What follows belongs to an exercise in optimizing a design on an open flow for small area, a short achievable clock period and few clock cycles; a production flow would make more cautious choices. Function was checked by simulation only, so behaviour that the tests miss may differ from the original. Power figures rest on the tool's default switching activity, not on a simulated workload.

## solix16_cpu
module solix16_cpu(
    input         clk,           
    input         rst,           
    output [11:0] imem_addr,     
    input  [15:0] imem_data,     
    output [11:0] dmem_addr,     
    output [15:0] dmem_wdata,    
    output        dmem_we,       
    input  [15:0] dmem_rdata,    
    output        halted         
);
export LEC_CHECK = 0
export ABC_AREA = 1
export CAP_MARGIN = 20
export CORE_MARGIN = 2
export CORE_UTILIZATION = 40
export CTS_CLUSTER_SIZE = 30
export SETUP_SLACK_MARGIN = 2.55
export SLEW_MARGIN = 20
create_clock -name core_clock -period 5.3 [get_ports {clk}]
standard.sh (not shown) runs the stock make flow with config.mk's settings and CLKGATE_MAP_FILE= SYNTH_SCRIPT=/design/flow/synth_recipe.tcl, a recipe that flattens the netlist after the stock synthesis.
==> flow/flow/run.sh <==
#!/bin/bash
# Layout flow: the standard ORFS flow (standard.sh, synthesis unchanged),
# with two changes to the layout steps:
#  - the ports are buffered with sky130_fd_sc_hd__buf_1 (still one buffer on
#    every input and output port) instead of the default delay-buffer cell;
#  - timing repair may resize a cell to any equivalent cell, not only to one
#    of the same footprint.
# The full output of the flow goes to flow_make.log in this folder; ORFS
# keeps each step's own log under orfs/logs/.
set -euo pipefail
export BUFFER_PORTS_ARGS="-buffer_cell sky130_fd_sc_hd__buf_1"
bash standard.sh MATCH_CELL_FOOTPRINT=0 finish > flow_make.log 2>&1
The baseline went through all stages and came out clean.
Testbench counts at the start, summed over its fixed seeds: cycles 136,711.
Change:
--- a/flow/config.mk
+++ b/flow/config.mk
@@ -8 +7,0 @@
-export ABC_AREA = 1
@@ -12,2 +11 @@
-export CTS_CLUSTER_SIZE = 30
-export SETUP_SLACK_MARGIN = 2.55
+export SETUP_SLACK_MARGIN = 2.45
Worst hold slack loses 0.028 ns.
Via count fell by about 18%.
Sequential cell count is unchanged.

========
The RTL this note starts from:
==> flow/design.v <==
module alu(
    input  [15:0] a,
    input  [15:0] b,
    input         op_arith,     
    input         op_sub,       
    input         op_and,
    input         op_or,        
    input         op_xor,
    input         op_not,
    input         op_shl,
    input         op_shr,
    output [15:0] result,
    output        zero,
    output        negative,
    output        carry,
    output        overflow
);
wire [15:0] bx  = b ^ {16{op_sub}};
wire [16:0] sum = {1'b0, a} + {1'b0, bx} + {16'b0, op_sub};
wire [15:0] r_and = a & b;
wire [15:0] r_or  = a | b;
wire [15:0] r_xor = a ^ b;
wire [15:0] r_not = ~a;
wire [15:0] r_shl = {a[14:0], 1'b0};
wire [15:0] r_shr = {1'b0, a[15:1]};
wire [15:0] r_logic = ({16{op_and}} & r_and) | ({16{op_or}}  & r_or)  |
                      ({16{op_xor}} & r_xor) | ({16{op_not}} & r_not) |
                      ({16{op_shl}} & r_shl) | ({16{op_shr}} & r_shr);
assign result = ({16{op_arith}} & sum[15:0]) | r_logic;
wire [15:0] p   = a ^ bx;
wire [15:0] cz  = {a[14:0] | bx[14:0], op_sub};
wire [15:0] ez  = op_arith ? (p ^ cz) : r_logic;
assign zero     = ~|ez;
assign negative = result[15];
assign carry    = (op_arith & sum[16]) | (op_shl & a[15]) | (op_shr & a[0]);
assign overflow = op_arith & (a[15] == bx[15]) & (sum[15] != a[15]);
endmodule
module register_file(
    input         clk,
    input         rst,
    input         wr_en,
    input  [2:0]  rd_addr,       
    input  [15:0] rd_data,
    output [111:0] regs          
);
reg [15:0] r [1:7];
reg [7:1]  valid;
always @(posedge clk or posedge rst) begin
    if (rst)
        valid <= 7'b0;
    else if (wr_en)
        valid <= valid | (7'b1 << (rd_addr - 3'd1));
end
genvar k;
generate
    for (k = 1; k <= 7; k = k + 1) begin : g_reg
        always @(posedge clk)
            if (wr_en && rd_addr == k)
                r[k] <= rd_data;
        assign regs[16*k-1 -: 16] = valid[k] ? r[k] : 16'h0000;
    end
endgenerate
endmodule
module solix16_cpu(
    input         clk,           
    input         rst,           
    output [11:0] imem_addr,     
    input  [15:0] imem_data,     
    output [11:0] dmem_addr,     
    output [15:0] dmem_wdata,    
    output        dmem_we,       
    input  [15:0] dmem_rdata,    
    output        halted         
);
localparam OP_MOV = 4'b1000;
localparam OP_JMP = 4'b1001;
localparam OP_JZ  = 4'b1010;
localparam OP_JNZ = 4'b1011;
localparam OP_LD  = 4'b1100;
localparam OP_ST  = 4'b1101;
localparam OP_HLT = 4'b1111;
reg  [15:0] pc;              
reg  [3:0]  flags;           
reg         halt_r;
reg  [15:0] ex_a, ex_b;
reg         ex_arith, ex_sub, ex_and, ex_or, ex_xor, ex_not, ex_shl, ex_shr, ex_ld;
reg         ex_wr;           
reg  [2:0]  ex_rd;
reg         ex_flagwr;       
reg         ex_st;
wire [15:0] alu_result;
wire        alu_zero, alu_negative, alu_carry, alu_overflow;
alu u_alu (
    .a        (ex_a),
    .b        (ex_b),
    .op_arith (ex_arith),
    .op_sub   (ex_sub),
    .op_and   (ex_and),
    .op_or    (ex_or),
    .op_xor   (ex_xor),
    .op_not   (ex_not),
    .op_shl   (ex_shl),
    .op_shr   (ex_shr),
    .result   (alu_result),
    .zero     (alu_zero),
    .negative (alu_negative),
    .carry    (alu_carry),
    .overflow (alu_overflow)
);
wire [15:0] ex_result = ex_ld ? dmem_rdata : alu_result;
wire [3:0]  flags_new = {alu_overflow, alu_carry, alu_negative, alu_zero};
wire [3:0]  flags_fwd = ex_flagwr ? flags_new : flags;
wire [111:0] regs;
register_file u_regs (
    .clk     (clk),
    .rst     (rst),
    .wr_en   (ex_wr),
    .rd_addr (ex_rd),
    .rd_data (ex_result),
    .regs    (regs)
);
always @(posedge clk or posedge rst)
    if (rst)
        flags <= 4'b0;
    else if (ex_flagwr)
        flags <= flags_new;
assign dmem_addr  = ex_a[11:0];
assign dmem_wdata = ex_b;
assign dmem_we    = ex_st;
assign halted     = halt_r;
wire [15:0] instr  = imem_data;
wire [3:0]  opcode = instr[15:12];
wire [3:0]  rd     = instr[11:8];
wire [3:0]  rs     = instr[7:4];
wire [3:0]  rt     = instr[3:0];
wire [7:0]  imm8   = instr[7:0];
wire [11:0] target = instr[11:0];
wire is_alu = (opcode[3] == 1'b0);
wire is_mov = (opcode == OP_MOV);
wire is_ld  = (opcode == OP_LD);
wire is_st  = (opcode == OP_ST);
wire is_jmp = (opcode == OP_JMP);
wire is_jz  = (opcode == OP_JZ);
wire is_jnz = (opcode == OP_JNZ);
wire is_hlt = (opcode == OP_HLT);
wire stop = halt_r | is_hlt;
function [15:0] read_reg;
    input [3:0]   addr;
    input [111:0] regs_v;
    input [15:0]  pc_v;
    input [3:0]   flags_v;
    input         ex_wr_v;
    input [2:0]   ex_rd_v;
    input [15:0]  ex_result_v;
    begin
        if (ex_wr_v && addr == {1'b0, ex_rd_v})
            read_reg = ex_result_v;
        else case (addr)
            4'd1:  read_reg = regs_v[15:0];
            4'd2:  read_reg = regs_v[31:16];
            4'd3:  read_reg = regs_v[47:32];
            4'd4:  read_reg = regs_v[63:48];
            4'd5:  read_reg = regs_v[79:64];
            4'd6:  read_reg = regs_v[95:80];
            4'd7:  read_reg = regs_v[111:96];
            4'd8:  read_reg = 16'h0FFF;
            4'd9:  read_reg = pc_v;
            4'd10: read_reg = {12'h000, flags_v};
            default: read_reg = 16'h0000;
        endcase
    end
endfunction
wire [15:0] rs_val = read_reg(rs, regs, pc, flags_fwd, ex_wr, ex_rd, ex_result);
wire [15:0] rt_val = read_reg(rt, regs, pc, flags_fwd, ex_wr, ex_rd, ex_result);
wire z_now  = flags_fwd[0];
wire taken  = is_jmp | (is_jz & z_now) | (is_jnz & ~z_now);
wire [15:0] pc_next = taken ? {4'h0, target} : pc + 16'd1;
always @(posedge clk or posedge rst)
    if (rst) begin
        pc     <= 16'h0000;
        halt_r <= 1'b0;
    end else if (!stop) begin
        pc     <= pc_next;
    end else begin
        halt_r <= 1'b1;
    end
always @(posedge clk or posedge rst)
    if (rst) begin
        ex_wr     <= 1'b0;
        ex_flagwr <= 1'b0;
        ex_st     <= 1'b0;
    end else begin
        ex_wr     <= ~stop & (is_alu | is_mov | is_ld) & (rd[3] == 1'b0) & (rd[2:0] != 3'd0);
        ex_flagwr <= ~stop & is_alu;
        ex_st     <= ~stop & is_st;
    end
always @(posedge clk) begin
    ex_rd    <= rd[2:0];
    ex_a     <= is_mov ? 16'h0000 : rs_val;
    ex_b     <= is_mov ? {8'h00, imm8} : rt_val;
    ex_arith <= is_alu & (opcode[2:1] == 2'b00);
    ex_sub   <= is_alu & (opcode[2:0] == 3'b001);
    ex_and   <= is_alu & (opcode[2:0] == 3'b010);
    ex_or    <= (is_alu & (opcode[2:0] == 3'b011)) | is_mov;
    ex_xor   <= is_alu & (opcode[2:0] == 3'b100);
    ex_not   <= is_alu & (opcode[2:0] == 3'b101);
    ex_shl   <= is_alu & (opcode[2:0] == 3'b110);
    ex_shr   <= is_alu & (opcode[2:0] == 3'b111);
    ex_ld    <= is_ld;
end
assign imem_addr = pc[11:0];
endmodule
Settings: LEC_CHECK=0, CAP_MARGIN=20, CORE_MARGIN=2, CORE_UTILIZATION=40, SETUP_SLACK_MARGIN=2.2, SLEW_MARGIN=20; clock period 5.3 ns.
run.sh (not shown) runs the stock make flow with config.mk's settings and CLKGATE_MAP_FILE= SYNTH_SCRIPT=/design/flow/synth_recipe.tcl, a recipe that flattens the netlist after the stock synthesis.
Stock flow here: none of the scripts above is used.
Testbench counts at the start, summed over its fixed seeds: cycles 136,711.
Rerun with:
SETUP_SLACK_MARGIN = default   (was 2.2)
The changed run passed the timing, DRC and antenna checks.
Wire length is about the same.
Final area falls by a little under a tenth.
Fmax falls by about a fifth.
Critical path depth falls by 2.
Synthesized cell count does not change.
Cell count falls slightly.
Sequential cell count stays the same.
Register-to-register slack loses 0.70 ns.
Global-route usage barely changes.
Sequential power falls by a few percent.
Utilization falls by 3.5 points.

## afterwards: timing with drivers on the ports
Ports are ideal in the flow. The routed layouts listed here were re-timed in OpenROAD.
Step 1 (the two cells are an assumption about what drives the block):
set clk [get_ports {clk}]
set_driving_cell -lib_cell sky130_fd_sc_hd__clkbuf_16 $clk
set_driving_cell -lib_cell sky130_fd_sc_hd__buf_2 [delete_from_list [all_inputs] $clk]
Step 2 also shifts input and output timing later by t, the mid clock arrival at the registers, as if the neighbouring blocks saw the same clock.
Slacks: no drivers / after step 1 / after step 2; pairs: no drivers / after step 1.
| run | t, ns | slack for setup (ns) | worst data-port slew with drivers (ns) |
|---|---|---|---|
| the first run of note 1 | 0.483 | 2.597 / 2.618 / 2.135 | 0.04 |
| the second run of note 1 | 0.483 | 2.489 / 2.489 / 2.064 | 0.05 |
| the first run of note 2 | 0.486 | 2.071 / 2.071 / 1.797 | 0.04 |
| the second run of note 2 | 0.484 | 1.371 / 1.371 / 1.128 | 0.04 |
After both steps setup and hold are still met in every run listed. For the first run of note 1, which loses most, drivers alone change the setup slack by +0.021 ns; drivers and shift together by -0.462 ns.
